Background: an optimization exercise with open tools, aiming at small area, a short achievable clock period and few clock cycles per item. Do not read the settings as production practice.
At most, simulation tests tie the RTL to the original design; equivalence was not proved.
No activity file was given, so power comes from the tool's default toggle rates.

==> flow/design.v (excerpt) <==
module dotproduct (
    input  logic         clk_i,
    input  logic         rst_ni,
    input  logic         start_i,
    input  logic [7:0]   nnz_i,
    input  logic [31:0]  a0_i, a1_i, a2_i, a3_i, a4_i,
                         a5_i, a6_i, a7_i, a8_i, a9_i,
    input  logic [31:0]  b0_i, b1_i, b2_i, b3_i, b4_i,
                         b5_i, b6_i, b7_i, b8_i, b9_i,
    input  logic [31:0]  c_i,
    output logic [63:0]  result_o,
    output logic         busy_o,
    output logic         result_valid_o,
    output logic [31:0]  cycle_count_o
);
    logic        fvalid;      
    logic        fetching;    
    logic        flast;       
    logic        valid_q;
    logic [3:0]  cnt_q;       
    logic [9:0]  sel;         
    logic        ch;          
    logic [31:0] M;           
    logic [7:0]  bneg, bone, btwo;    
    logic        sh;          
    logic [63:0] acc;
    wire start_ok = start_i & ~fvalid;
    wire go       = start_ok | fetching;
    logic [31:0] A, B;
    always_comb begin
        A = ({32{sel[0]}} & a0_i) | ({32{sel[1]}} & a1_i) | ({32{sel[2]}} & a2_i) |
            ({32{sel[3]}} & a3_i) | ({32{sel[4]}} & a4_i) | ({32{sel[5]}} & a5_i) |
            ({32{sel[6]}} & a6_i) | ({32{sel[7]}} & a7_i) | ({32{sel[8]}} & a8_i) |
            ({32{sel[9]}} & a9_i);
        B = ({32{sel[0]}} & b0_i) | ({32{sel[1]}} & b1_i) | ({32{sel[2]}} & b2_i) |
            ({32{sel[3]}} & b3_i) | ({32{sel[4]}} & b4_i) | ({32{sel[5]}} & b5_i) |
            ({32{sel[6]}} & b6_i) | ({32{sel[7]}} & b7_i) | ({32{sel[8]}} & b8_i) |
            ({32{sel[9]}} & b9_i);
    end
    logic [9:0] lastsel;
    always_comb begin
        for (int k = 0; k < 10; k++) lastsel[k] = (nnz_i == 8'(k + 1));
    end
    wire nA = (A[31:15] == {17{A[31]}});    
    wire nB = (B[31:15] == {17{B[31]}});
    wire two  = ~nA & ~nB;
    wire [31:0] X  = nB ? A : B;
  ...
For scale: ~4000 cells after synthesis, roughly 780 I/O pins, ~27000 um2 of cells after synthesis.
Settings: LEC_CHECK=0, ABC_AREA=1, CAP_MARGIN=20, CORE_MARGIN=2, CORE_UTILIZATION=40, CTS_BUF_LIST=sky130_fd_sc_hd__clkbuf_4 sky130_fd_sc_hd__clkbuf_8, SLEW_MARGIN=20; clock period 15.0 ns.
standard.sh (not shown) runs the stock make flow with config.mk's settings and CLKGATE_MAP_FILE= SYNTH_SCRIPT=/design/flow/synth_recipe.tcl, a recipe that flattens the netlist after the stock synthesis.
==> flow/flow/run.sh <==
#!/bin/bash
set -o pipefail
export BUFFER_PORTS_ARGS="-buffer_cell sky130_fd_sc_hd__buf_1"
bash standard.sh SETUP_SLACK_MARGIN=9.0 finish > standard.log 2>&1
Rerun with:
==> flow/flow/run.sh (replaced) <==
#!/bin/bash
set -o pipefail
export BUFFER_PORTS_ARGS="-buffer_cell sky130_fd_sc_hd__buf_1"
bash standard.sh SYNTH_ARGS=-noabc SETUP_SLACK_MARGIN=9.25 finish > standard.log 2>&1
Settings changed: CAP_MARGIN 20 to 50, CTS_BUF_LIST sky130_fd_sc_hd__clkbuf_4 sky130_fd_sc_hd__clkbuf_8 to unset, SLEW_MARGIN 20 to 60.
Outcome:
- routed wire length falls by 2.6%
- cell count falls by about 5%
- non-clock buffer count falls by 80
- critical path depth rises by 5
- clock-buffer cell count is unchanged
- synthesized cell count falls by 4.3%
- final area falls by about 2%
- worst hold slack stays flat
- total power rises by 8.8%
- fmax rises by 2.4%
Function was not checked in any run of this note: the RTL went through the layout flow alone.


Another version of the RTL of dotproduct (not shown whole).
Size in the first run: roughly 4000 cells after synthesis, ~780 I/O pins, about 0.027 mm^2 of cells after synthesis.
Design dotproduct, start of the top module:
module dotproduct (
    input  logic         clk_i,
    input  logic         rst_ni,
    input  logic         start_i,
    input  logic [7:0]   nnz_i,
    input  logic [31:0]  a0_i, a1_i, a2_i, a3_i, a4_i,
                         a5_i, a6_i, a7_i, a8_i, a9_i,
    input  logic [31:0]  b0_i, b1_i, b2_i, b3_i, b4_i,
                         b5_i, b6_i, b7_i, b8_i, b9_i,
    input  logic [31:0]  c_i,
    output logic [63:0]  result_o,
    output logic         busy_o,
    output logic         result_valid_o,
    output logic [31:0]  cycle_count_o
);
export LEC_CHECK = 0
export ABC_AREA = 1
export CAP_MARGIN = 20
export CORE_MARGIN = 2
export CORE_UTILIZATION = 40
export CTS_BUF_LIST = sky130_fd_sc_hd__clkbuf_4 sky130_fd_sc_hd__clkbuf_8
export GPL_TIMING_DRIVEN = 1
export SLEW_MARGIN = 20
create_clock -name core_clock -period 15.0 [get_ports {clk_i}]
==> flow/flow/run.sh <==
#!/bin/bash
set -o pipefail
export BUFFER_PORTS_ARGS="-buffer_cell sky130_fd_sc_hd__buf_1"
bash standard.sh SETUP_SLACK_MARGIN=9.0 finish > standard.log 2>&1
The first run produced a clean layout.
Testbench counts at the start, summed over its fixed seeds: cycles 18,851, items 2,400.
Edit:
==> flow/flow/run.sh (replaced) <==
#!/bin/bash
set -o pipefail
export BUFFER_PORTS_ARGS="-buffer_cell sky130_fd_sc_hd__buf_1"
bash standard.sh SETUP_SLACK_MARGIN=9.4 finish > standard.log 2>&1
Settings changed: CAP_MARGIN 20 to 50, CTS_BUF_LIST sky130_fd_sc_hd__clkbuf_4 sky130_fd_sc_hd__clkbuf_8 to unset, GPL_TIMING_DRIVEN 1 to unset, SLEW_MARGIN 20 to 60.
Final area climbs by 4.0%.
Via count climbs by 0.35%.
Wire length climbs by 1.7%.
Hold slack loses 13 ps.
Core utilization climbs by 1.9 points.
Clock skew drops by 3.6 ps.
Register-to-register slack gains 330 ps.
Edit:
==> flow/flow/run.sh (replaced) <==
#!/bin/bash
set -o pipefail
export BUFFER_PORTS_ARGS="-buffer_cell sky130_fd_sc_hd__buf_1"
bash standard.sh SETUP_SLACK_MARGIN=8.5 finish > standard.log 2>&1
Settings changed: CAP_MARGIN 50 to 20, SLEW_MARGIN 60 to 20.
Worst setup slack got worse by 700 ps; via count came out lower by 2.0%; clock-buffer cell count came out lower by 3; power came out lower by 8.4%; register-to-register slack got worse by 670 ps; combinational power came out lower by about 10%; die area does not change; synthesized area stays the same; cell area came out lower by 6.8%; cell count came out lower by 1.1%; global-route usage came out lower by 0.24 points.


Another version of the RTL of dotproduct (not shown whole).
Size in the first run: ~140 flip-flops, roughly 780 I/O pins, roughly 26000 um^2 of cells after synthesis.
clock: 15.0 ns
lec_check: 0
abc_area: 1
cap_margin: 60
core_margin: 2
core_utilization: 40
slew_margin: 70
==> flow/flow/run.sh <==
#!/bin/bash
set -o pipefail
export BUFFER_PORTS_ARGS="-buffer_cell sky130_fd_sc_hd__buf_1"
bash standard.sh SYNTH_ARGS=-noabc SETUP_SLACK_MARGIN=9.25 finish > standard.log 2>&1
The first run ran to the end with no violations.
Testbench counts at the start, summed over its fixed seeds: cycles 18,851, items 2,400.
Then changed:
CAP_MARGIN = 50   (was 60)
SLEW_MARGIN = 60   (was 70)
After rerunning:
- synthesized cell count is unchanged
- total power stays flat
- flip-flop and latch count stays the same
- synthesized area is unchanged
- wire length increases by 0.31%
- final cell count decreases by 0.65%
- worst setup slack gets better by 0.023 ns
- via count decreases by 0.66%
Then changed:
==> flow/flow/run.sh (replaced) <==
#!/bin/bash
set -o pipefail
export BUFFER_PORTS_ARGS="-buffer_cell sky130_fd_sc_hd__buf_1"
bash standard.sh SYNTH_ARGS=-noabc SETUP_SLACK_MARGIN=9.4 finish > standard.log 2>&1
Result:
- The new run completed with no timing, DRC or antenna violations
- final cell count increases by 0.37%
- first-iteration DRC count went up by 0.91%
- routed wire length climbs by 0.86%
- global-route usage barely changes
- utilization climbs by 0.74 points
- total power came out higher by 3.4%
Then changed:
==> flow/flow/run.sh (replaced) <==
#!/bin/bash
set -o pipefail
export BUFFER_PORTS_ARGS="-buffer_cell sky130_fd_sc_hd__buf_1"
bash standard.sh SETUP_SLACK_MARGIN=9.0 finish > standard.log 2>&1
CAP_MARGIN = 20   (was 50)
CTS_BUF_LIST = sky130_fd_sc_hd__clkbuf_4 sky130_fd_sc_hd__clkbuf_8   (was default)
SLEW_MARGIN = 20   (was 60)
Result:
- The new run completed without violations
- cell count is higher by about 8%
- wire length grows by 2.5%
- setup slack gets worse by 0.21 ns
- cell area rose by about 3%
- via count climbs by 4.6%
- global-route usage fell by 1.0 points
- total power goes down by 14%
- sequential power is lower by 5.5%
- die area came out higher by 6.0%

## static timing again, ports no longer ideal
In the flow no input, the clock included, has a driving cell. The finished layouts below were timed again as built, in two steps.
Step 1: set_driving_cell puts a clkbuf_16 on clk_i and a buf_2 on each other input, an assumption about the parent block.
Step 2 adds t to the input delays and takes it off the output delays; t is the mean of the earliest and latest rising clock arrival at the registers after step 1. Input paths then give back, and output paths get back, about the clock's delay inside the block.
Slacks: ideal ports / drivers / drivers and shift; pairs: ideal ports / drivers.
run | t, ns | slack for setup (ns) | hold WS [ns] | worst data-port slew with drivers (ns) | cell pins on the clock port's net
the first run of note 1 | 0.607 | 9.044 / 8.983 / 9.056 | 0.490 / 0.490 / 0.490 | 0.31 | 1
the second run of note 1 | 0.567 | 9.184 / 9.184 / 9.184 | 0.490 / 0.490 / 0.490 | 0.27 | 1
the first run of note 2 | 0.597 | 9.124 / 9.068 / 8.818 | 0.508 / 0.508 / 0.508 | 0.23 | 1
the second run of note 2 | 0.550 | 9.402 / 9.343 / 9.098 | 0.495 / 0.495 / 0.495 | 0.25 | 1
the third run of note 2 | 0.542 | 8.699 / 8.639 / 8.587 | 0.499 / 0.499 / 0.499 | 0.22 | 1
the first run of note 3 | 0.559 | 9.337 / 9.275 / 9.205 | 0.492 / 0.492 / 0.492 | 0.22 | 1
the second run of note 3 | 0.550 | 9.360 / 9.301 / 9.226 | 0.488 / 0.488 / 0.488 | 0.23 | 1
the third run of note 3 | 0.547 | 9.379 / 9.322 / 9.262 | 0.513 / 0.513 / 0.513 | 0.27 | 1
the fourth run of note 3 | 0.597 | 9.166 / 9.106 / 8.693 | 0.508 / 0.508 / 0.508 | 0.22 | 1
After both steps every run listed still meets setup and hold. The setup slack of the fourth run of note 3, which loses most, moves by -0.060 ns with the drivers and by -0.473 ns with both steps.
